Source: an optimization exercise on an open RTL-to-GDS flow (aim: small area, a short achievable clock period and few clock cycles). Production flows keep margins and buffers that such runs may drop.
Where RTL was checked, it was by simulation tests only, not by an equivalence proof against the original.
Only the layout flow was run in run 1; the RTL was not checked for function there.

## design/flow/flow/run.sh

```bash
#!/bin/bash
set -euo pipefail
export SETUP_SLACK_MARGIN=18.5
bash standard.sh > standard_flow.log 2>&1
```

## design/flow/standard.sh

```bash
#!/bin/bash
# synth_recipe.tcl (not shown) runs the flow's synth.tcl, then flattens the netlist and writes it again
# the make line also repeats each setting of config.mk as NAME=value (left out here)
make -C /OpenROAD-flow-scripts/flow DESIGN_CONFIG=/design/flow/config.mk WORK_HOME=/design/flow/orfs CLKGATE_MAP_FILE= SYNTH_SCRIPT=/design/flow/synth_recipe.tcl "${@:-finish}"
```

## design/flow/config.mk

```make
export PLATFORM = sky130hd
export DESIGN_NAME = geofence
export DESIGN_NICKNAME = geofence
export VERILOG_FILES = /design/flow/design.v
export SDC_FILE = /design/flow/constraint.sdc
export NUM_CORES = 4
export LEC_CHECK = 0
export CAP_MARGIN = 20
export CORE_MARGIN = 2
export CORE_UTILIZATION = 35
export GPL_ROUTABILITY_DRIVEN = 1
export PLACE_DENSITY = 0.5
export SLEW_MARGIN = 20
```

## design/flow/constraint.sdc

```tcl
create_clock -name core_clock -period 24.0 [get_ports {clk}]
set_input_delay 4.8000 -clock core_clock [delete_from_list [all_inputs] [get_ports {clk}]]
set_output_delay 4.8000 -clock core_clock [all_outputs]
set_load 0.01 [all_outputs]
```

## design/flow/design.v

```verilog
module geofence (clk, reset, X, Y, R, valid, is_inside);
    input clk;
    input reset;
    input [9:0] X;
    input [9:0] Y;
    input [10:0] R;
    output valid;
    output is_inside;
    localparam SORT = 5'd25;
    reg [4:0] cyc;
    reg valid_r;
    reg fb;                  
    reg [1:0] sj;            
    reg [2:0] si;            
    reg [1:0] sph;           
    assign valid = valid_r;
    wire bad;                
    wire sort_done = (cyc == SORT) && (sph == 2'd2) && (sj == 2'd3) && (si == 3'd4);
    reg [4:0] cn;            
    reg [4:0] cw;            
    reg fbn;
    reg [1:0] sjn, sphn;
    reg [2:0] sin;
    always @(*) begin
        if (cyc == 5'd23)
            cn = (fb || !bad) ? 5'd24 : SORT;
        else if (cyc == 5'd24)
            cn = 5'd0;
        else if (cyc == SORT)
            cn = sort_done ? 5'd7 : SORT;
        else
            cn = cyc + 5'd1;
        if (cyc == 5'd24)
            cw = 5'd0;
        else if (cyc == SORT)
            cw = sort_done ? 5'd7 : SORT;
        else
            cw = cyc + 5'd1;
        fbn = (cyc == 5'd23 && !fb && bad) ? 1'b1 : (cyc == 5'd24) ? 1'b0 : fb;
        sphn = 2'd3; sjn = 2'd0; sin = 3'd0;
        if (cyc == SORT) begin
            sphn = (sph == 2'd2) ? 2'd0 : sph + 2'd1;
            sjn = (sph == 2'd2) ? sj + 2'd1 : sj;
            sin = (sph == 2'd2 && sj == 2'd3) ? si + 3'd1 : si;
        end
    end
    always @(posedge clk or posedge reset) begin
        if (reset) begin
            cyc <= 5'd0;
            valid_r <= 1'b0;
            fb <= 1'b0;
            sj <= 2'd0;
            si <= 3'd0;
            sph <= 2'd0;
        end else begin
            valid_r <= (cyc == 5'd23) && (fb || !bad);
            cyc <= cn;
            fb <= fbn;
            sj <= sjn;
            si <= sin;
            sph <= sphn;
        end
    end
    reg d_c6;
    reg d_load, d_newf, d_cxld, d_area, d_accen, d_accfirst;
    reg [5:0] d_vld;
    reg [2:0] d_psel;
    reg [3:0] d_fw;          
    reg d_flw;               
    reg [3:0] d_last;        
    integer k;
    always @(posedge clk or posedge reset) begin
        if (reset) begin
        d_load <= 1'b1;
        d_newf <= 1'b0;
        d_vld <= 6'd0;
        d_cxld <= 1'b0;
        d_area <= 1'b0;
        d_psel <= 3'd0;
        d_accen <= 1'b0;
        d_accfirst <= 1'b0;
        d_fw <= 4'd0;
        d_flw <= 1'b0;
        d_last <= 4'd0;
        d_c6 <= 1'b0;
        end else begin
        d_load <= (cw <= 5'd5);
        d_newf <= (cw >= 5'd1) && (cw <= 5'd6);
        for (k = 0; k < 6; k = k + 1)
            d_vld[k] <= (cw <= 5'd5) && (k >= 6 - cw);
        d_cxld <= (cw >= 5'd6 && cw <= 5'd9) || (cw == 5'd12) || (cw >= 5'd19 && cw <= 5'd21)
                  || (cyc == SORT && (sph == 2'd3 || sph == 2'd2));
        d_area <= (cw >= 5'd11) && (cw <= 5'd16);
        d_psel <= cw[2:0] - 3'd3;                        
        d_accen <= (cw >= 5'd12) && (cw <= 5'd23);
        d_accfirst <= (cw == 5'd12);
        d_fw <= {cw == 5'd11, cw == 5'd10, cw == 5'd9, cw == 5'd8};
        d_flw <= (cw >= 5'd9) && (cw <= 5'd11);
        d_last <= {cw == 5'd12, cw == 5'd11, cw == 5'd10, cw == 5'd9};
        d_c6 <= (cw == 5'd6);
        end
    end
    reg [9:0]  rx [0:5];
    reg [9:0]  ry [0:5];
    reg [10:0] rr [0:5];
    reg [2:0]  rk [0:5];
    reg [5:0]  xl2, xe2, xl1, xe1, xl0, xe0, yl2, ye2, yl1, ye1, yl0;
    wire [5:0] xltr = xl2 | (xe2 & (xl1 | (xe1 & xl0)));
    wire [5:0] xeqr = xe2 & xe1 & xe0;
    wire [5:0] yltr = yl2 | (ye2 & (yl1 | (ye1 & yl0)));
    wire [5:0] ltr = (xltr | (xeqr & yltr)) & vldr;   
    wire [5:0] gtr = {1'b0, ~ltr[4:0] & vldr[4:0]};    
    reg [2:0]  ek [0:5];          
    reg  [5:0] cxl2, cxe2, cxl1, cxe1, cxl0, cxe0, cyl2, cye2, cyl1, cye1, cyl0;
    reg  [5:0] vldr;
    always @(*) begin
        for (k = 0; k < 6; k = k + 1) begin
            cxl2[k] = (rx[k][9:7] < X[9:7]);
            cxe2[k] = (rx[k][9:7] == X[9:7]);
            cxl1[k] = (rx[k][6:4] < X[6:4]);
            cxe1[k] = (rx[k][6:4] == X[6:4]);
            cxl0[k] = (rx[k][3:0] < X[3:0]);
            cxe0[k] = (rx[k][3:0] == X[3:0]);
            cyl2[k] = (ry[k][9:7] < Y[9:7]);
            cye2[k] = (ry[k][9:7] == Y[9:7]);
            cyl1[k] = (ry[k][6:4] < Y[6:4]);
            cye1[k] = (ry[k][6:4] == Y[6:4]);
            cyl0[k] = (ry[k][3:0] < Y[3:0]);
        end
    end
    reg [2:0] ltcnt;
    always @(*) begin
        ltcnt = 3'd0;
        for (k = 0; k < 6; k = k + 1)
            ltcnt = ltcnt + {2'b0, ltr[k]};
        for (k = 0; k < 5; k = k + 1)
            ek[k] = rk[k] + {2'b0, gtr[k]};
        ek[5] = d_newf ? ltcnt : rk[5];
    end
    always @(posedge clk) begin
        for (k = 0; k < 5; k = k + 1) begin
            rx[k] <= rx[k+1];
            ry[k] <= ry[k+1];
            rr[k] <= rr[k+1];
            rk[k] <= ek[k+1];
        end
        if (d_load) begin
            rx[5] <= X; ry[5] <= Y; rr[5] <= R;
            xl2 <= {1'b0, cxl2[5:1]}; xe2 <= {1'b0, cxe2[5:1]};
            xl1 <= {1'b0, cxl1[5:1]}; xe1 <= {1'b0, cxe1[5:1]};
            xl0 <= {1'b0, cxl0[5:1]}; xe0 <= {1'b0, cxe0[5:1]};
            yl2 <= {1'b0, cyl2[5:1]}; ye2 <= {1'b0, cye2[5:1]};
            yl1 <= {1'b0, cyl1[5:1]}; ye1 <= {1'b0, cye1[5:1]}; yl0 <= {1'b0, cyl0[5:1]};
            vldr <= {1'b0, d_vld[5:1]};
        end else begin
            rx[5] <= rx[0]; ry[5] <= ry[0]; rr[5] <= rr[0]; rk[5] <= ek[0];
            xl2 <= 6'd0; xe2 <= 6'd0; xl1 <= 6'd0; xe1 <= 6'd0; xl0 <= 6'd0; xe0 <= 6'd0;
            yl2 <= 6'd0; ye2 <= 6'd0; yl1 <= 6'd0; ye1 <= 6'd0; yl0 <= 6'd0;
            vldr <= 6'd0;
        end
    end
    function [19:0] rdxy;
        input [2:0] want;
        input [59:0] xs, ys;
        input [17:0] ks;
        integer i;
        begin
            rdxy = 20'd0;
            for (i = 0; i < 6; i = i + 1)
                if (ks[3*i +: 3] == want) rdxy = rdxy | {xs[10*i +: 10], ys[10*i +: 10]};
        end
    endfunction
    function [10:0] rdr;
        input [2:0] want;
        input [65:0] rs;
        input [17:0] ks;
        integer i;
        begin
            rdr = 11'd0;
            for (i = 0; i < 6; i = i + 1)
                if (ks[3*i +: 3] == want) rdr = rdr | rs[11*i +: 11];
        end
    endfunction
    wire [59:0] xs = {rx[5], rx[4], rx[3], rx[2], rx[1], rx[0]};
    wire [59:0] ys = {ry[5], ry[4], ry[3], ry[2], ry[1], ry[0]};
    wire [65:0] rs = {rr[5], rr[4], rr[3], rr[2], rr[1], rr[0]};
    wire [17:0] ks = {rk[5], rk[4], rk[3], rk[2], rk[1], rk[0]};
    wire [17:0] eks = {ek[5], ek[4], ek[3], ek[2], ek[1], ek[0]};
    reg f1, f2, f3, f4;           
    reg flast;                    
    reg [2:0] lastU, lastL;       
    reg [2:0] p2, p3, p4;         
    reg [2:0] p0rank;             
    reg [2:0] perm1, perm2, perm3, perm4, perm5;    
    wire [2:0] n2 = (f3 == f2) ? 3'd3 : (f4 == f2) ? 3'd4 : 3'd5;
    wire [2:0] n3 = (f4 == f3) ? 3'd4 : 3'd5;
    reg [2:0] co_r, ca_r, cb_r;
    reg cb_late;                  
    reg spar;                     
    reg [2:0] nxa, nxb;
    always @(*) begin
        if (sph == 2'd3 || sj == 2'd3) begin
            nxa = perm1; nxb = perm2;
        end else case (sj)
            2'd0: begin nxa = swap ? perm1 : perm2; nxb = perm3; end
            2'd1: begin nxa = swap ? perm2 : perm3; nxb = perm4; end
            default: begin nxa = swap ? perm3 : perm4; nxb = perm5; end
        endcase
    end
    function [9:0] sort3;
        input [2:0] p, a, b;
        reg [2:0] lo, mid, hi;
        reg par;
        begin
            par = (p > a) ^ (p > b) ^ (a > b);
            if (p < a && p < b) begin lo = p; mid = (a < b) ? a : b; hi = (a < b) ? b : a; end
            else if (a < b) begin lo = a; mid = (p < b) ? p : b; hi = (p < b) ? b : p; end
            else begin lo = b; mid = (p < a) ? p : a; hi = (p < a) ? a : p; end
            sort3 = {lo, mid, hi, par};
        end
    endfunction
    wire swap;                    
    reg [2:0] q1n, q2n, q3n, q4n, q5n;    
    always @(*) begin
        q1n = perm1; q2n = perm2; q3n = perm3; q4n = perm4; q5n = perm5;
        if (swap) case (sj)
            2'd0: begin q1n = perm2; q2n = perm1; end
            2'd1: begin q2n = perm3; q3n = perm2; end
            2'd2: begin q3n = perm4; q4n = perm3; end
            default: begin q4n = perm5; q5n = perm4; end
        endcase
    end
    always @(posedge clk) begin
        cb_late <= 1'b0;
        co_r <= 3'd0; ca_r <= 3'd5; cb_r <= cw[2:0] - 3'd5;      
        if (cyc == SORT && sph[1]) begin
            {co_r, ca_r, cb_r, spar} <= sort3(p0rank, nxa, nxb);
        end else if (cw == 5'd12) begin
            co_r <= 3'd0; ca_r <= 3'd1;
            cb_r <= (f2 == f1) ? 3'd2 : (f3 == f1) ? 3'd3 : 3'd4;
            cb_late <= (f2 != f1) && (f3 != f1);
        end else if (cw == 5'd19) begin
            co_r <= p2; ca_r <= 3'd2; cb_r <= n2;
        end else if (cw == 5'd20) begin
            co_r <= p3; ca_r <= 3'd3; cb_r <= n3;
        end else if (cw == 5'd21) begin
            co_r <= p4; ca_r <= 3'd4; cb_r <= 3'd5;
        end
    end
    wire [2:0] cb = cb_late ? ((f4 == f1) ? 3'd4 : 3'd5) : cb_r;
    wire l_none = (ltr[4:0] == 5'd0);
    wire l_all  = (ltr[4:0] == 5'b11111);
    wire l_one  = (ltr[4:0] == 5'b00001) || (ltr[4:0] == 5'b00010) || (ltr[4:0] == 5'b00100)
               || (ltr[4:0] == 5'b01000) || (ltr[4:0] == 5'b10000);
    function [5:0] esel;
        input [2:0] want;
        input [17:0] ks;
        input [5:0] g;
        input c6;
        input n5;
        integer i;
        begin
            for (i = 0; i < 5; i = i + 1)
                esel[i] = g[i] ? (ks[3*i +: 3] == want - 3'd1) : (ks[3*i +: 3] == want);
            esel[5] = c6 ? n5 : (ks[15 +: 3] == want);
        end
    endfunction
    function [19:0] rdsel;
        input [5:0] sel;
        input [59:0] xs, ys;
        integer i;
        begin
            rdsel = 20'd0;
            for (i = 0; i < 6; i = i + 1)
                if (sel[i]) rdsel = rdsel | {xs[10*i +: 10], ys[10*i +: 10]};
        end
    endfunction
    wire [19:0] po = rdsel(esel(co_r, ks, gtr, d_c6, l_none), xs, ys);
    wire [19:0] pA = rdsel(esel(ca_r, ks, gtr, d_c6, l_all), xs, ys);
    wire [19:0] pB = rdsel(esel(cb, ks, gtr, d_c6, l_one), xs, ys);
    wire [10:0] ax = {1'b0, pA[19:10]} - {1'b0, po[19:10]};
    wire [10:0] ay = {1'b0, pA[9:0]}   - {1'b0, po[9:0]};
    wire [10:0] bx = {1'b0, pB[19:10]} - {1'b0, po[19:10]};
    wire [10:0] by = {1'b0, pB[9:0]}   - {1'b0, po[9:0]};
    wire [9:0] aax = ax[9:0];            
    wire [9:0] aay = ay[10] ? (10'd0 - ay[9:0]) : ay[9:0];
    wire [9:0] abx = bx[9:0];
    wire [9:0] aby = by[10] ? (10'd0 - by[9:0]) : by[9:0];
    reg [2:0] wa_pre, wb_pre;
    reg wlate, winv, wdir_pre;
    reg [2:0] fo0, fo1;
    always @(*) begin
        case (cyc)
            5'd7:  begin fo0 = p0rank; fo1 = perm1; end
            5'd8:  begin fo0 = perm1;  fo1 = perm2; end
            5'd9:  begin fo0 = perm2;  fo1 = perm3; end
            5'd10: begin fo0 = perm3;  fo1 = perm4; end
            5'd11: begin fo0 = perm4;  fo1 = perm5; end
            default: begin fo0 = perm5; fo1 = p0rank; end
        endcase
    end
    always @(posedge clk) begin
        wdir_pre <= (fo0 < fo1);
        wlate <= 1'b0;
        winv <= 1'b0;
        if (fb) begin
            wa_pre <= (fo0 < fo1) ? fo0 : fo1;
            wb_pre <= (fo0 < fo1) ? fo1 : fo0;
        end else begin
            case (cyc)
                5'd7:  begin wa_pre <= 3'd0; wb_pre <= 3'd1; end
                5'd8:  begin wa_pre <= 3'd4; wb_pre <= 3'd5; end
                5'd9:  begin wa_pre <= 3'd0; wb_pre <= 3'd2; wlate <= 1'b1; end
                5'd10: begin wa_pre <= 3'd0; wb_pre <= 3'd3; wlate <= 1'b1; end
                5'd11: begin wa_pre <= 3'd0; wb_pre <= 3'd4; wlate <= 1'b1; end
                default: begin wa_pre <= 3'd0; wb_pre <= 3'd5; wlate <= 1'b1; winv <= 1'b1; end
            endcase
        end
    end
    wire [2:0] wa = wlate ? ((flast ^ winv) ? lastU : lastL) : wa_pre;
    wire [2:0] wb = wb_pre;
    wire wdir = wdir_pre;
    always @(posedge clk) begin
        if (d_last[0]) begin
            lastU <= f1 ? 3'd1 : 3'd0;
            lastL <= f1 ? 3'd0 : 3'd1;
        end else if (d_last[1]) begin
            if (flast) lastU <= 3'd2; else lastL <= 3'd2;
        end else if (d_last[2]) begin
            if (flast) lastU <= 3'd3; else lastL <= 3'd3;
        end else if (d_last[3]) begin
            if (flast) lastU <= 3'd4; else lastL <= 3'd4;
        end
        if (!fb) begin
            if (d_last[1]) p2 <= wa;
            if (d_last[2]) p3 <= wa;
            if (d_last[3]) p4 <= wa;
        end
    end
    wire [19:0] pa = rdxy(wa, xs, ys, ks);
    wire [19:0] pb = rdxy(wb, xs, ys, ks);
    wire [9:0]  s0_dx = pb[19:10] - pa[19:10];
    wire [10:0] s0_dys = {1'b0, pb[9:0]} - {1'b0, pa[9:0]};
    wire [9:0]  s0_dy = s0_dys[10] ? (10'd0 - s0_dys[9:0]) : s0_dys[9:0];
    wire [10:0] s0_h  = {1'b0, pa[9:0]} + {1'b0, pb[9:0]};
    reg [9:0] s1_dx, s1_dy; reg [10:0] s1_h; reg [2:0] s1_ra, s1_rb; reg s1_dir;
    always @(posedge clk) begin
        s1_dx <= s0_dx; s1_dy <= s0_dy; s1_h <= s0_h; s1_ra <= wa; s1_rb <= wb; s1_dir <= wdir;
    end
    reg [20:0] s1_d2;
    integer i, j;
    always @(*) begin
        s1_d2 = 21'd0;
        for (i = 0; i < 10; i = i + 1) begin
            s1_d2 = s1_d2 + ({20'd0, s1_dx[i]} << (2*i)) + ({20'd0, s1_dy[i]} << (2*i));
            for (j = i + 1; j < 10; j = j + 1)
                s1_d2 = s1_d2 + ({20'd0, s1_dx[i] & s1_dx[j]} << (i+j+1))
                              + ({20'd0, s1_dy[i] & s1_dy[j]} << (i+j+1));
        end
    end
    reg [19:0] s2_d2; reg [9:0] s2_dx; reg [10:0] s2_h; reg [2:0] s2_ra, s2_rb; reg s2_dir;
    always @(posedge clk) begin
        s2_d2 <= s1_d2[19:0]; s2_dx <= s1_dx; s2_h <= s1_h; s2_ra <= s1_ra; s2_rb <= s1_rb; s2_dir <= s1_dir;
    end
    wire [12:0] c2_r; wire [9:0] c2_q;
    nrsqrt #(0, 5) sqc0 (.r_in(13'd0), .q_in(10'd0), .rad(s2_d2), .r_out(c2_r), .q_out(c2_q));
    reg [12:0] s3_r; reg [9:0] s3_q; reg [19:0] s3_rad; reg [9:0] s3_dx; reg [10:0] s3_h; reg [2:0] s3_ra, s3_rb; reg s3_dir;
    always @(posedge clk) begin
        s3_r <= c2_r; s3_q <= c2_q; s3_rad <= s2_d2; s3_dx <= s2_dx; s3_h <= s2_h; s3_ra <= s2_ra; s3_rb <= s2_rb; s3_dir <= s2_dir;
    end
    wire [12:0] c3_r; wire [9:0] c3_q;
    nrsqrt #(5, 8) sqc1 (.r_in(s3_r), .q_in(s3_q), .rad(s3_rad), .r_out(c3_r), .q_out(c3_q));
    reg [12:0] s4_r; reg [9:0] s4_q; reg [19:0] s4_rad; reg [2:0] s4_ra, s4_rb;
    always @(posedge clk) begin
        s4_r <= c3_r; s4_q <= c3_q; s4_rad <= s3_rad; s4_ra <= s3_ra; s4_rb <= s3_rb;
    end
    wire [12:0] c4_r; wire [9:0] c4_q;
    nrsqrt #(8, 10) sqc2 (.r_in(s4_r), .q_in(s4_q), .rad(s4_rad), .r_out(c4_r), .q_out(c4_q));
    wire [10:0] ra4 = rdr(s4_ra, rs, ks);
    wire [10:0] rb4 = rdr(s4_rb, rs, ks);
    reg [9:0] s5_c; reg [11:0] e5, d5;
    always @(posedge clk) begin
        s5_c <= c4_q;
        e5 <= {1'b0, ra4} + {1'b0, rb4};
        d5 <= {1'b0, ra4} - {1'b0, rb4};
    end
    wire [12:0] sum5 = {1'b0, e5} + {3'b0, s5_c};
    wire [12:0] smc  = {1'b0, e5} - {3'b0, s5_c};
    wire [12:0] sma  = {3'b0, s5_c} - {d5[11], d5};
    wire [12:0] smb  = {3'b0, s5_c} + {d5[11], d5};
    wire [11:0] hsmc = smc[12:1];
    wire [11:0] hsma = sma[12:1];
    wire [11:0] hsmb = smb[12:1];
    wire [10:0] s5_s = sum5[11:1];
    wire [10:0] s5_p = hsmc[11] ? (11'd0 - hsmc[10:0]) : hsmc[10:0];
    wire [10:0] s5_q = hsma[11] ? (11'd0 - hsma[10:0]) : hsma[10:0];
    wire [10:0] s5_rr = hsmb[11] ? (11'd0 - hsmb[10:0]) : hsmb[10:0];
    reg [10:0] m_a0, m_b0, m_a1, m_b1;
    reg neg1, neg2;
    always @(posedge clk) begin
        if (d_cxld) begin
            m_a0 <= {1'b0, aax}; m_b0 <= {1'b0, aby};
            m_a1 <= {1'b0, aay}; m_b1 <= {1'b0, abx};
            neg1 <= by[10]; neg2 <= ay[10];
        end else begin
            m_a0 <= s5_s; m_b0 <= s5_p;
            m_a1 <= s5_q; m_b1 <= s5_rr;
        end
    end
    wire [19:0] u6 = m_a0 * m_b0;
    wire [19:0] v6 = m_a1 * m_b1;
    reg [19:0] s7_u, s7_v;
    always @(posedge clk) begin
        s7_u <= u6; s7_v <= v6;
    end
    reg neg1_d, neg2_d;
    always @(posedge clk) begin
        neg1_d <= neg1; neg2_d <= neg2;
    end
    wire gt7 = (s7_u > s7_v);
    wire eq7 = (s7_u == s7_v);
    wire cz_r = eq7 && ((neg1_d == neg2_d) || (s7_u == 20'd0));
    wire cpos_r = (neg1_d == neg2_d) ? (neg1_d ^ gt7) : ~neg1_d;
    reg nonconv;
    always @(posedge clk) begin
        if (cyc == 5'd6)
            nonconv <= 1'b0;
        else if (cyc >= 5'd8 && cyc <= 5'd11)
            nonconv <= nonconv | cz_r;
        else if (cyc == 5'd14)
            nonconv <= nonconv | cz_r | (cpos_r == f1);
        else if (cyc == 5'd21)
            nonconv <= nonconv | cz_r | (cpos_r == f2);
        else if (cyc == 5'd22)
            nonconv <= nonconv | cz_r | (cpos_r == f3);
    end
    always @(posedge clk) begin
        if (d_fw[0]) f1 <= cpos_r;
        if (d_fw[1]) f2 <= cpos_r;
        if (d_fw[2]) f3 <= cpos_r;
        if (d_fw[3]) f4 <= cpos_r;
        if (d_flw) flast <= cpos_r;
    end
    assign bad = nonconv | cz_r | (cpos_r == f4);
    assign swap = (cyc == SORT) && (sph == 2'd2) && !cz_r && (spar ? cpos_r : !cpos_r);
    always @(posedge clk) begin
        if (cyc == 5'd6) begin
            p0rank <= ek[0];
            perm1 <= ek[1]; perm2 <= ek[2]; perm3 <= ek[3]; perm4 <= ek[4]; perm5 <= ek[5];
        end else begin
            perm1 <= q1n; perm2 <= q2n; perm3 <= q3n; perm4 <= q4n; perm5 <= q5n;
        end
    end
    wire [12:0] u7_r, v7_r; wire [9:0] u7_q, v7_q;
    nrsqrt #(0, 5) squ0 (.r_in(13'd0), .q_in(10'd0), .rad(s7_u), .r_out(u7_r), .q_out(u7_q));
    nrsqrt #(0, 5) sqv0 (.r_in(13'd0), .q_in(10'd0), .rad(s7_v), .r_out(v7_r), .q_out(v7_q));
    reg [12:0] s8_ur, s8_vr; reg [9:0] s8_uq, s8_vq; reg [19:0] s8_u, s8_v;
    always @(posedge clk) begin
        s8_ur <= u7_r; s8_vr <= v7_r; s8_uq <= u7_q; s8_vq <= v7_q; s8_u <= s7_u; s8_v <= s7_v;
    end
    wire [12:0] u8_r, v8_r; wire [9:0] u8_q, v8_q;
    nrsqrt #(5, 8) squ1 (.r_in(s8_ur), .q_in(s8_uq), .rad(s8_u), .r_out(u8_r), .q_out(u8_q));
    nrsqrt #(5, 8) sqv1 (.r_in(s8_vr), .q_in(s8_vq), .rad(s8_v), .r_out(v8_r), .q_out(v8_q));
    reg [12:0] s9_ur, s9_vr; reg [9:0] s9_uq, s9_vq; reg [19:0] s9_u, s9_v;
    always @(posedge clk) begin
        s9_ur <= u8_r; s9_vr <= v8_r; s9_uq <= u8_q; s9_vq <= v8_q; s9_u <= s8_u; s9_v <= s8_v;
    end
    wire [12:0] u9_r, v9_r; wire [9:0] u9_q, v9_q;
    nrsqrt #(8, 10) squ2 (.r_in(s9_ur), .q_in(s9_uq), .rad(s9_u), .r_out(u9_r), .q_out(u9_q));
    nrsqrt #(8, 10) sqv2 (.r_in(s9_vr), .q_in(s9_vq), .rad(s9_v), .r_out(v9_r), .q_out(v9_q));
    reg plusP;
    always @(*) begin
        if (fb)
            plusP = s3_dir;
        else case (d_psel)
            3'd0: plusP = ~f1;
            3'd1: plusP = ~f4;
            3'd2: plusP = ~f2;
            3'd3: plusP = ~f3;
            3'd4: plusP = ~f4;
            default: plusP = f4;
        endcase
    end
    reg [9:0] ma_r;
    reg [11:0] mb_r;
    always @(posedge clk) begin
        if (d_area) begin
            ma_r <= s3_dx;
            mb_r <= plusP ? {1'b0, s3_h} : (12'd0 - {1'b0, s3_h});
        end else begin
            ma_r <= u9_q;
            mb_r <= {1'b0, v9_q, 1'b0};
        end
    end
    reg [25:0] acc, accn;
    integer m;
    always @(*) begin
        accn = d_accfirst ? 26'h3FFFFFF : acc;
        for (m = 0; m < 11; m = m + 1)
            accn = accn + ({16'd0, ma_r & {10{mb_r[m]}}} << m);
        accn = accn - ({16'd0, ma_r & {10{mb_r[11]}}} << 11);
    end
    always @(posedge clk) begin
        if (d_accen)
            acc <= accn;
    end
    assign is_inside = acc[25];
endmodule
module nrsqrt #(parameter J0 = 0, parameter J1 = 10) (r_in, q_in, rad, r_out, q_out);
    input  [12:0] r_in;
    input  [9:0]  q_in;
    input  [19:0] rad;
    output [12:0] r_out;
    output [9:0]  q_out;
    wire [12:0] rw [J0:J1];
    wire [9:0]  qw [J0:J1];
    assign rw[J0] = r_in;
    assign qw[J0] = q_in;
    genvar j;
    generate
        for (j = J0; j < J1; j = j + 1) begin : row
            localparam W = j + 3;
            wire [W-1:0] base = {rw[j][W-3:0], rad[2*(9-j)+1], rad[2*(9-j)]};
            wire [W-1:0] t;
            wire neg = (j == 0) ? 1'b0 : rw[j][W-2];
            if (j == 0) begin : t0
                assign t = {{(W-2){1'b0}}, 2'b01};
            end else begin : tj
                assign t = {{(W-2-j){1'b0}}, qw[j][j-1:0], neg, 1'b1};
            end
            wire [W-1:0] res = neg ? base + t : base - t;
            assign rw[j+1] = {{(13-W){res[W-1]}}, res};
            assign qw[j+1] = {qw[j][8:0], ~res[W-1]};
        end
    endgenerate
    assign r_out = rw[J1];
    assign q_out = qw[J1];
endmodule
```

==> results of run 1 <==
Yosys cell counts (all sizes together), types with 78 or more instances:
library cell / instances / area share [%]
a21oi: 257 / 2.2
a222oi: 103 / 1.8
a22o: 79 / 1.2
a22oi: 140 / 1.9
and2: 264 / 2.9
clkbuf: 224 / 1.5
dfxtp: 673 / 23
fa: 346 / 12
ha: 679 / 15
inv: 634 / 4.2
nand2: 470 / 3.1
nand3: 104 / 0.91
nor2: 286 / 1.9
nor2b: 78 / 0.85
nor3: 126 / 1.1
o21ai: 191 / 1.7
xnor2: 434 / 6.7
xor2: 205 / 3.1
logic make-up (layout without fill, tap and decap cells):
family | Yosys count | count (layout) | synth area share, %
simple gates | 1547 | 1547 | 13.3
compound gates | 1126 | 1127 | 13.6
fa+ha+maj | 1025 | 1025 | 26.9
buf+inv | 893 | 979 | 5.89
flops | 777 | 777 | 28.7
xor+xnor | 639 | 639 | 9.85
mux | 94 | 94 | 1.78
other cells | 0 | 1 | 0
state kept, by name (all words and copies together) (netlist names), 12 cells and up:
register / flops
s2_d2: 20
s7_v: 20
mb_r: 12
acc: 26
ry: 60
rx: 60
rr: 66
d5: 12
s7_u: 20
rk: 18
area by class of cell:
class | count | area (µm²) | area share (%)
antenna | 1 | 2.50 | 0.00383
multi-input combinational | 4432 | 38900 | 59.5
sequential | 777 | 16600 | 25.4
inverter | 635 | 2490 | 3.81
clock buffer | 119 | 2550 | 3.90
clock inverter | 52 | 658 | 1.01
tap | 2175 | 2720 | 4.16
timing repair buffer | 173 | 1450 | 2.21
final timing paths:
path	startpoint	to	slack, ns	cells past startpoint
max	acc[25]$_DFFE_PP_	is_inside	17.95	1
min	s1_dir$_DFF_P_	s2_dir$_DFF_P_	0.32	0
max reg2reg	d_accfirst$_DFF_PP0_	acc[22]$_DFFE_PP_	18.47	19
min reg2reg	s1_dir$_DFF_P_	s2_dir$_DFF_P_	0.32	0
max in group asynchronous	reset	d_cxld$_DFF_PP0_	18.98	2
min in group asynchronous	reset	d_area$_DFF_PP0_	4.55	2
per-stage QoR:
stage,hold WS [ns],util (%),setup WS (ns),area (µm²)
3_5_place_dp,0.312,37.2,17.39,60500
4_1_cts,0.314,39.6,17.90,64400
5_1_grt,0.319,40.2,17.89,65400
6_report,0.319,40.2,17.95,65400
2_1_floorplan,0.310,-,18.42,57900
3_3_place_gp,0.310,37.2,17.36,60500
routing by layer:
metal / vias to the layer above / GRT usage, %
li1: 20730 / -
met1: 21094 / 26.7
met2: 1206 / 32.7
met3: 277 / 3.04
met4: 2 / 5.67
met5: - / 0
timing repair:
action                                  in CTS  in global routing
endpoints found under the setup margin     111                 77
resized for setup                          158                169
pin swaps                                   39                 74
gates cloned                                 1                  2
endpoints found under the hold margin        0                  0
buffers inserted                            32                 51
==> out/metrics.cfg, run 1 <==
[timing]
fmax_mhz = 165
final_max_slew_viol_count = 0
setup_violations = 0
finalCriticalPeriod_ns = 6.05
rsz0062_at_grt = yes
slew-limit-headroom_pct = 34.6
period_share_pct = 25.2
hold_viol_final = 0
tns_ns = 0
clock_skew_ns = 0.0486
worst_pin_slew_ns = 0.981

[synthesis]
ys.flop_type = dfxtp_1
syn_area_per_cell_um2 = 9.40
synth_fp_nets = 7159
synthCells = 6101
syn-cell-area_um2 = 57300
async_flop_share_pct = 4.38
synth_edf_count = 70
yosysUniqueCellTypes = 91
ys_seq_elements = 777
seq_area_frac_synth_pct = 28.7
ys_warn_count = 9

[placed_design]
port_buffers = 34
hpwl_mm = 126
gp_congestion = 0.848
placed_cells = 8106

[detailed_routing]
wire_per_inst_um = 19.9
wl_mm = 167
first_pass_iters = 9
routed-wl-met2_mm = 77.1
drt-initial-drc-count = 3492
highest_layer = met5
wl_met1_mm = 75.6
routed_via_density = 5.18
drt_drc_violations_left = 0
vias = 43309
antenna_left = 0
wl_met3_mm = 8.95

[layout]
nFillCells = 16170
layout.nets = 7168
layout_commonest_cell = ha_1
final_layout_size_suffix_gt1_share_pct = 10.9
final_cell_mix = 636 x ha_1, 623 x inv_1, 590 x dfxtp_1, 467 x nand2_1, 416 x xnor2_1
final-instance-count-excl-fill = 8364
area_growth_pct = 14.0

[clock_network]
clk_pin_slew_ns = 0.07
ctsHoldBuffers = 0
htreeDepth = 3
clk_path_buf_depth = 3
tritoncts = built
clk_latency_ns = 0.73
cts_buffers = 91
root_buffer = clkbuf_16
clock_sinks = 777

[critical_path]
crit_type = reg -> out
crit_family = flip-flops
critPathLaunchType = flip-flop
worstPathArrival_ns = 1.25
worstPathRequired_ns = 19.20
cp-end-kind = output port
path_cells = buf_6
cp_slowest_cell = edfxtp_1
crit_path_max_incr_delay_ns = 0.40
cp.buffers_inverters = 1
crit_path_max_fanout = 2

[grt]
grt_usage_pct = 19.8
grt_pass1_wl_mm = 260
grt_overflow = 0
grt_max_degree = 81
antenna_found_initial = 6
grt_pass1_vias = 44188

[floorplan]
die_w_um = 409
row_count = 148
die_y_um = 409
dieArea_um2 = 167000
core_um2 = 163000
ios = 35
initial_core_util_pct = 35.2

[run]
maxCapViolCount = 0

[min_path]
min_path_type = reg -> reg

[outcome]
status = complete, no violations

==> run 2: changes to the inputs <==
--- a/design/flow/design.v
+++ b/design/flow/design.v
@@ -105,26 +105,22 @@
     reg [10:0] rr [0:5];
     reg [2:0]  rk [0:5];
-    reg [5:0]  xl2, xe2, xl1, xe1, xl0, xe0, yl2, ye2, yl1, ye1, yl0;
-    wire [5:0] xltr = xl2 | (xe2 & (xl1 | (xe1 & xl0)));
-    wire [5:0] xeqr = xe2 & xe1 & xe0;
-    wire [5:0] yltr = yl2 | (ye2 & (yl1 | (ye1 & yl0)));
+    reg [5:0]  xhl, xhe, xll, xle, yhl, yhe, yll;
+    wire [5:0] xltr = xhl | (xhe & xll);
+    wire [5:0] xeqr = xhe & xle;
+    wire [5:0] yltr = yhl | (yhe & yll);
     wire [5:0] ltr = (xltr | (xeqr & yltr)) & vldr;   
     wire [5:0] gtr = {1'b0, ~ltr[4:0] & vldr[4:0]};    
     reg [2:0]  ek [0:5];          
-    reg  [5:0] cxl2, cxe2, cxl1, cxe1, cxl0, cxe0, cyl2, cye2, cyl1, cye1, cyl0;
+    reg  [5:0] cxhl, cxhe, cxll, cxle, cyhl, cyhe, cyll;
     reg  [5:0] vldr;
     always @(*) begin
         for (k = 0; k < 6; k = k + 1) begin
-            cxl2[k] = (rx[k][9:7] < X[9:7]);
-            cxe2[k] = (rx[k][9:7] == X[9:7]);
-            cxl1[k] = (rx[k][6:4] < X[6:4]);
-            cxe1[k] = (rx[k][6:4] == X[6:4]);
-            cxl0[k] = (rx[k][3:0] < X[3:0]);
-            cxe0[k] = (rx[k][3:0] == X[3:0]);
-            cyl2[k] = (ry[k][9:7] < Y[9:7]);
-            cye2[k] = (ry[k][9:7] == Y[9:7]);
-            cyl1[k] = (ry[k][6:4] < Y[6:4]);
-            cye1[k] = (ry[k][6:4] == Y[6:4]);
-            cyl0[k] = (ry[k][3:0] < Y[3:0]);
+            cxhl[k] = (rx[k][9:5] < X[9:5]);
+            cxhe[k] = (rx[k][9:5] == X[9:5]);
+            cxll[k] = (rx[k][4:0] < X[4:0]);
+            cxle[k] = (rx[k][4:0] == X[4:0]);
+            cyhl[k] = (ry[k][9:5] < Y[9:5]);
+            cyhe[k] = (ry[k][9:5] == Y[9:5]);
+            cyll[k] = (ry[k][4:0] < Y[4:0]);
         end
     end
@@ -147,14 +143,12 @@
         if (d_load) begin
             rx[5] <= X; ry[5] <= Y; rr[5] <= R;
-            xl2 <= {1'b0, cxl2[5:1]}; xe2 <= {1'b0, cxe2[5:1]};
-            xl1 <= {1'b0, cxl1[5:1]}; xe1 <= {1'b0, cxe1[5:1]};
-            xl0 <= {1'b0, cxl0[5:1]}; xe0 <= {1'b0, cxe0[5:1]};
-            yl2 <= {1'b0, cyl2[5:1]}; ye2 <= {1'b0, cye2[5:1]};
-            yl1 <= {1'b0, cyl1[5:1]}; ye1 <= {1'b0, cye1[5:1]}; yl0 <= {1'b0, cyl0[5:1]};
+            xhl <= {1'b0, cxhl[5:1]}; xhe <= {1'b0, cxhe[5:1]};
+            xll <= {1'b0, cxll[5:1]}; xle <= {1'b0, cxle[5:1]};
+            yhl <= {1'b0, cyhl[5:1]}; yhe <= {1'b0, cyhe[5:1]}; yll <= {1'b0, cyll[5:1]};
             vldr <= {1'b0, d_vld[5:1]};
         end else begin
             rx[5] <= rx[0]; ry[5] <= ry[0]; rr[5] <= rr[0]; rk[5] <= ek[0];
-            xl2 <= 6'd0; xe2 <= 6'd0; xl1 <= 6'd0; xe1 <= 6'd0; xl0 <= 6'd0; xe0 <= 6'd0;
-            yl2 <= 6'd0; ye2 <= 6'd0; yl1 <= 6'd0; ye1 <= 6'd0; yl0 <= 6'd0;
+            xhl <= 6'd0; xhe <= 6'd0; xll <= 6'd0; xle <= 6'd0;
+            yhl <= 6'd0; yhe <= 6'd0; yll <= 6'd0;
             vldr <= 6'd0;
         end
==> design/flow/flow/run.sh (replaced) <==
#!/bin/bash
set -euo pipefail
export SETUP_SLACK_MARGIN=19
bash standard.sh > standard_flow.log 2>&1
==> run 2 against run 1 <==
Effect of this change:
- die area decreased by 0.35%
- clock-buffer cell count did not move
- highest routed layer unchanged
- still clean on timing, DRC and antenna
- worst setup slack gained 0.0042 ns
- synthesized area is 0.35% lower
- global-route usage rose by 0.65 points
- design area increased by 8.2%
- sequential share of layout area shrank 2.4 points
- fmax about the same
- critical path depth is the same
==> out/metrics.cfg, run 2 <==
[floorplan]
die_y_um = 408
initial_core_util_pct = 35.2
core_um2 = 162000
die_w_um = 408
row_count = 148
dieArea_um2 = 166000
ios = 35

[timing]
finalCriticalPeriod_ns = 6.04
final_max_slew_viol_count = 0
fmax_mhz = 166
setup_violations = 0
worst_pin_slew_ns = 0.954
rsz0062_at_grt = yes
slew-limit-headroom_pct = 36.4
hold_viol_final = 0
finalWorstSetupSlack_ns = 17.96
period_share_pct = 25.2
clock_skew_ns = 0.0683
tns_ns = 0

[min_path]
min_path_type = reg -> reg

[grt]
antenna_found_initial = 7
grt_pass1_vias = 44581
grt_pass1_wl_mm = 268
grt_overflow = 0
grt_usage_pct = 20.5
grt_max_degree = 79

[layout]
largest_register_ffs = 66
largest_register = rr
nFillCells = 15542
reg_top3 = rr x66, rx x60, ry x60
final_cell_mix = 588 x inv_1, 559 x dfxtp_1, 547 x ha_1, 433 x nand2_1, 393 x xnor2_1
layout_commonest_cell = inv_1
layout.nets = 7467
final_layout_size_suffix_gt1_share_pct = 20.9
area_growth_pct = 23.8

[placed_design]
post-place-ws_ns = 17.35
gp_congestion = 0.899
port_buffers = 34
hpwl_mm = 127

[synthesis]
synth_commonest_cells = 680 x ha_1, 653 x dfxtp_1, 633 x inv_1
ys.flop_type = dfxtp_1
synthTopCellsByArea = dfxtp_1 23%, ha_1 15%, fa_1 12%
synth_fp_nets = 7155
yosysMostFrequentCell = ha_1
ys_seq_elements = 757
synth_top_area_share_pct = 22.9
synth_largest_area_cell = dfxtp_1
synth_edf_count = 70
synthCells = 6096
seq_area_frac_synth_pct = 28.1
syn_area_per_cell_um2 = 9.37
syn-cell-area_um2 = 57100
async_flop_share_pct = 4.49
yosysUniqueCellTypes = 93
ys_warn_count = 9

[critical_path]
cp-end-kind = output port
crit_path_max_fanout = 2
cp_slowest_cell = edfxtp_1
worstPathArrival_ns = 1.24
crit_type = reg -> out
crit_family = flip-flops
critPathLaunchType = flip-flop
worstPathRequired_ns = 19.20
cp.buffers_inverters = 1
crit_path_max_incr_delay_ns = 0.38
path_cells = buf_2

[clock_network]
clk_latency_ns = 0.71
clk_pin_slew_ns = 0.06
clock_sinks = 757
root_buffer = clkbuf_16
clk_path_buf_depth = 3
cts_buffers = 89
htreeDepth = 3
tritoncts = built

[detailed_routing]
vias = 45011
wl_mm = 177
drt-initial-drc-count = 4088
wire_per_inst_um = 20.4
antenna_left = 0
drt_drc_violations_left = 0
routed_via_density = 5.20
first_pass_iters = 12

[run]
maxCapViolCount = 0

[outcome]
status = complete, no violations

run 2: worst paths after layout:
path | slack, ns | start | depth (start not counted) | end
worst max-delay path | 17.96 | acc[25]$_DFFE_PP_ | 1 | is_inside
worst min-delay path | 0.32 | s2_h[10]$_DFF_P_ | 0 | s3_h[10]$_DFF_P_
worst max register to register | 18.30 | d_accfirst$_DFF_PP0_ | 19 | acc[23]$_DFFE_PP_
worst min register to register | 0.32 | s2_h[10]$_DFF_P_ | 0 | s3_h[10]$_DFF_P_
max in group asynchronous | 19.02 | reset | 2 | d_load$_DFF_PP1_
min in group asynchronous | 4.65 | reset | 2 | sph[1]$_DFF_PP0_
run 2: cell families (layout without fill, tap and decap cells):
kind of cell	after synthesis	in the layout	share of synthesized area [%]
AND/OR/NAND/NOR	1508	1508	13.0
multiplexers	93	93	1.79
AO/OA/AOI/OAI	1185	1186	14.4
adder cells (fa/ha/maj)	1026	1026	27.0
buffers and inverters	886	1270	5.87
flip-flops	757	757	28.1
XOR/XNOR	641	641	9.87
other	0	2	0
run 2: metal layers:
metal	global-route usage (%)	share of wire (%)
met1	27.7	45
met2	33.2	46
met3	3.00	5.5
met4	6.96	4.0
met5	0	0.0073
run 2: final cells by class:
class | instances | area, µm² | share of cell area [%]
clock buffers | 119 | 2520 | 3.57
repair buffers | 469 | 4140 | 5.85
diodes | 2 | 5.00 | 0.00708
flip-flops and latches | 757 | 16300 | 23.1
inverters | 636 | 2590 | 3.67
multi-input cells | 4454 | 41800 | 59.1
repair inverters | 1 | 7.51 | 0.0106
well taps | 2175 | 2720 | 3.85
clock inverters | 45 | 598 | 0.846
run 2: what timing repair did:
item | in CTS | in global routing
cloned | 10 | 13
resized for setup | 574 | 353
pin swaps | 203 | 248
endpoints found under the setup margin | 186 | 108
buffers inserted | 221 | 130
hold buffers | 0 | 0
endpoints found under the hold margin | 0 | 0
run 2: through the flow:
step / utilization [%] / hold WS, ns / cells / instance area, µm²
2_1_floorplan: - / 0.310 / 6096 / 58800
5_1_grt: 43.5 / 0.327 / 8656 / 70700
3_5_place_dp: 37.8 / 0.312 / 8118 / 61400
4_1_cts: 41.9 / 0.325 / 8513 / 68100
3_3_place_gp: 37.8 / 0.311 / 8118 / 61400
6_report: 43.5 / 0.324 / 8658 / 70700
Testbench counts of run 2, summed over its fixed seeds: cycles 40,936.
==> run 3: changes to the inputs <==
==> design/flow/flow/run.sh (replaced) <==
#!/bin/bash
set -euo pipefail
export SETUP_SLACK_MARGIN=18
bash standard.sh > standard_flow.log 2>&1
==> run 3 against run 2 <==
Effect of this change:
- still clean on timing, DRC and antenna
- via count down 4.2%
- sequential share of layout area up 2.2 points
- critical endpoint unchanged
==> out/metrics.cfg, run 3 <==
[outcome]
status = complete, no violations

[grt]
grt_usage_pct = 19.7
grt_busiest_layer = met2
grt_overflow = 0
grt_max_degree = 79
grt_pass1_wl_mm = 258
grt_pass1_vias = 43630
antenna_found_initial = 10
met3_usage_pct = 2.74
use_met1_pct = 27.2
grtUsageMet2_pct = 31.1

[layout]
largest_register = rr
layout.nets = 7114
layout_commonest_cell = ha_1
reg_top3 = rr x66, rx x60, ry x60
final-instance-count-excl-fill = 8304
final_cell_mix = 677 x ha_1, 631 x inv_1, 618 x dfxtp_1, 455 x nand2_1, 419 x xnor2_1
final_layout_size_suffix_gt1_share_pct = 7.36
area_growth_pct = 11.3
largest_register_ffs = 66

[timing]
clock_skew_ns = 0.0328
fmax_mhz = 165
holdWs_ns = 0.319
final_max_slew_viol_count = 0
setup_violations = 0
rsz0062_at_grt = yes
period_share_pct = 25.2
finalCriticalPeriod_ns = 6.05
worst_pin_slew_ns = 1.11
slew-limit-headroom_pct = 26.3
tns_ns = 0
hold_viol_final = 0

[floorplan]
dieArea_um2 = 166000
die_y_um = 408
initial_core_util_pct = 35.2
die_w_um = 408
ios = 35
core_um2 = 162000
row_count = 148

[critical_path]
critPathLaunchType = flip-flop
cp-end-kind = output port
path_cells = buf_6
crit_path_max_incr_delay_ns = 0.40
crit_family = flip-flops
crit_type = reg -> out
cp_slowest_cell = edfxtp_1
cp.buffers_inverters = 1
path_depth = 1
worstPathArrival_ns = 1.25
worstRegToRegCells = 18
crit_path_max_fanout = 2
worstPathRequired_ns = 19.20

[synthesis]
synth_top_area_share_pct = 22.9
synth_largest_area_cell = dfxtp_1
yosysUniqueCellTypes = 93
seq_area_frac_synth_pct = 28.1
synthTopCellsByArea = dfxtp_1 23%, ha_1 15%, fa_1 12%
syn_area_per_cell_um2 = 9.37
ys_warn_count = 9
async_flop_share_pct = 4.49
synth_fp_nets = 7155
ys.flop_type = dfxtp_1
synth_commonest_cells = 680 x ha_1, 653 x dfxtp_1, 633 x inv_1
synthCells = 6096
synth_edf_count = 70
syn-cell-area_um2 = 57100
ys_seq_elements = 757
yosysMostFrequentCell = ha_1

[detailed_routing]
first_pass_iters = 11
antenna_left = 0
wl_mm = 166
vias = 43103
wire_per_inst_um = 20.1
routed_via_density = 5.19
drt_drc_violations_left = 0
drt-initial-drc-count = 3746

[min_path]
min_path_type = reg -> reg
hold-path-cell-count = 0

[clock_network]
clock_sinks = 757
ctsHoldBuffers = 0
cts_buffers = 89
tritoncts = built
root_buffer = clkbuf_16
clk_path_buf_depth = 3
clk_pin_slew_ns = 0.06
clk_latency_ns = 0.71
htreeDepth = 3

[placed_design]
hpwl_mm = 127
port_buffers = 34
placed_cells = 8110
gp_congestion = 0.875

[run]
maxCapViolCount = 0

run 3: cell count changes in the layout (fill, tap and decap cells not counted), moves of 59 or more:
cell	change
ha_1	+130
buf_6	-66
buf_4	-249
dfxtp_1	+59
ha_4	-120
dfxtp_4	-70
run 3: cells by family after synthesis:
kind of cell,synth area share (%)
and+or+nand+nor,13.0
AOI/OAI and AO/OA,14.4
adders and majority gates,27.0
buffers and inverters,5.87
DFF,28.1
xor gates and xnor gates,9.87
muxes,1.79
run 3: path summary, 6_finish.rpt:
path,start,slack (ns),endpoint
worst min register to register,s1_rb[0]$_DFF_P_,0.32,s2_rb[0]$_DFF_P_
max in group asynchronous,reset,19.06,d_accfirst$_DFF_PP0_
min in group asynchronous,reset,4.53,d_vld[1]$_DFF_PP0_
worst max register to register,d_accfirst$_DFF_PP0_,18.18,acc[25]$_DFFE_PP_
worst min-delay path,s1_rb[0]$_DFF_P_,0.32,s2_rb[0]$_DFF_P_
worst max-delay path,acc[25]$_DFFE_PP_,17.95,is_inside
run 3: stage by stage:
stage	util (%)	setup WS, ns	area (µm²)
floorplan	-	18.00	57100
global placement	36.9	17.34	59900
global route	39.1	17.89	63600
CTS	38.8	17.88	63100
detailed placement	36.9	17.21	59900
finish	39.1	17.95	63600
run 3: area by class of cell:
type / instances / area [µm²]
clock buffers: 114 / 2470
inverters: 636 / 2390
multi-input cells: 4453 / 38300
repair buffers: 118 / 995
fillers: 16208 / 98800
well taps: 2175 / 2720
flip-flops and latches: 757 / 16100
clock inverters: 48 / 647
diodes: 3 / 7.51
run 3: worst register-to-register path, stage by stage, from the launching register on:
cell and delay, ns:
dfrtp_2 0.45, or2_2 0.32, fa_1 0.52, fa_1 0.45, fa_1 0.54, inv_1 0.05
fa_1 0.53, inv_1 0.05, fa_1 0.54, ha_4 0.22, o21a_1 0.18, o21a_1 0.16
o21ai_0 0.38, o31ai_4 0.14, o41a_1 0.35, and4_4 0.21, a2111oi_4 0.24, a21oi_2 0.11
xnor2_1 0.13
run 3: what timing repair did:
item                       in CTS  in global routing
cloned                          0                  0
gates resized for setup        26                 82
setup buffers                   4                 25
setup endpoints to repair      18                 57
pin swaps                       1                 16
run 3: metal layers:
| metal | routed length [µm] | share of wire, % |
|---|---|---|
| met3 | 9430 | 5.7 |
| met1 | 77000 | 46 |
| met5 | 18 | 0.011 |
| met2 | 73400 | 44 |
| met4 | 6610 | 4.0 |

[port drivers added, routing unchanged]
In the flow no input, the clock included, has a driving cell. The finished layouts below were timed again as built, in two steps.
Step 1, drivers: a clkbuf_16 drives clk and a buf_2 each remaining input, both assumed.
Step 2 moves the port delays by t, midway between the first and last clock arrival at a register: inputs arrive t later, outputs are due t later. That takes back most of the time a late clock gives input paths.
a / b / c = ideal / step 1 / step 2; a / b = the first two.
run | shift t [ns] | setup slack, ns | latest minus earliest clock arrival (ns) | worst register clock-pin slew, ns | worst data-port slew with drivers (ns)
run 1 | 0.786 | 17.954 / 17.872 / 17.734 | 0.049 / 0.049 | 0.07 / 0.07 | 0.12
run 2 | 0.765 | 17.958 / 17.873 / 18.025 | 0.069 / 0.068 | 0.07 / 0.07 | 0.12
run 3 | 0.780 | 17.950 / 17.862 / 17.319 | 0.033 / 0.034 | 0.07 / 0.07 | 0.11
After both steps every run listed still meets setup and hold. For run 3, which loses most, drivers alone change the setup slack by -0.088 ns; drivers and shift together by -0.631 ns.
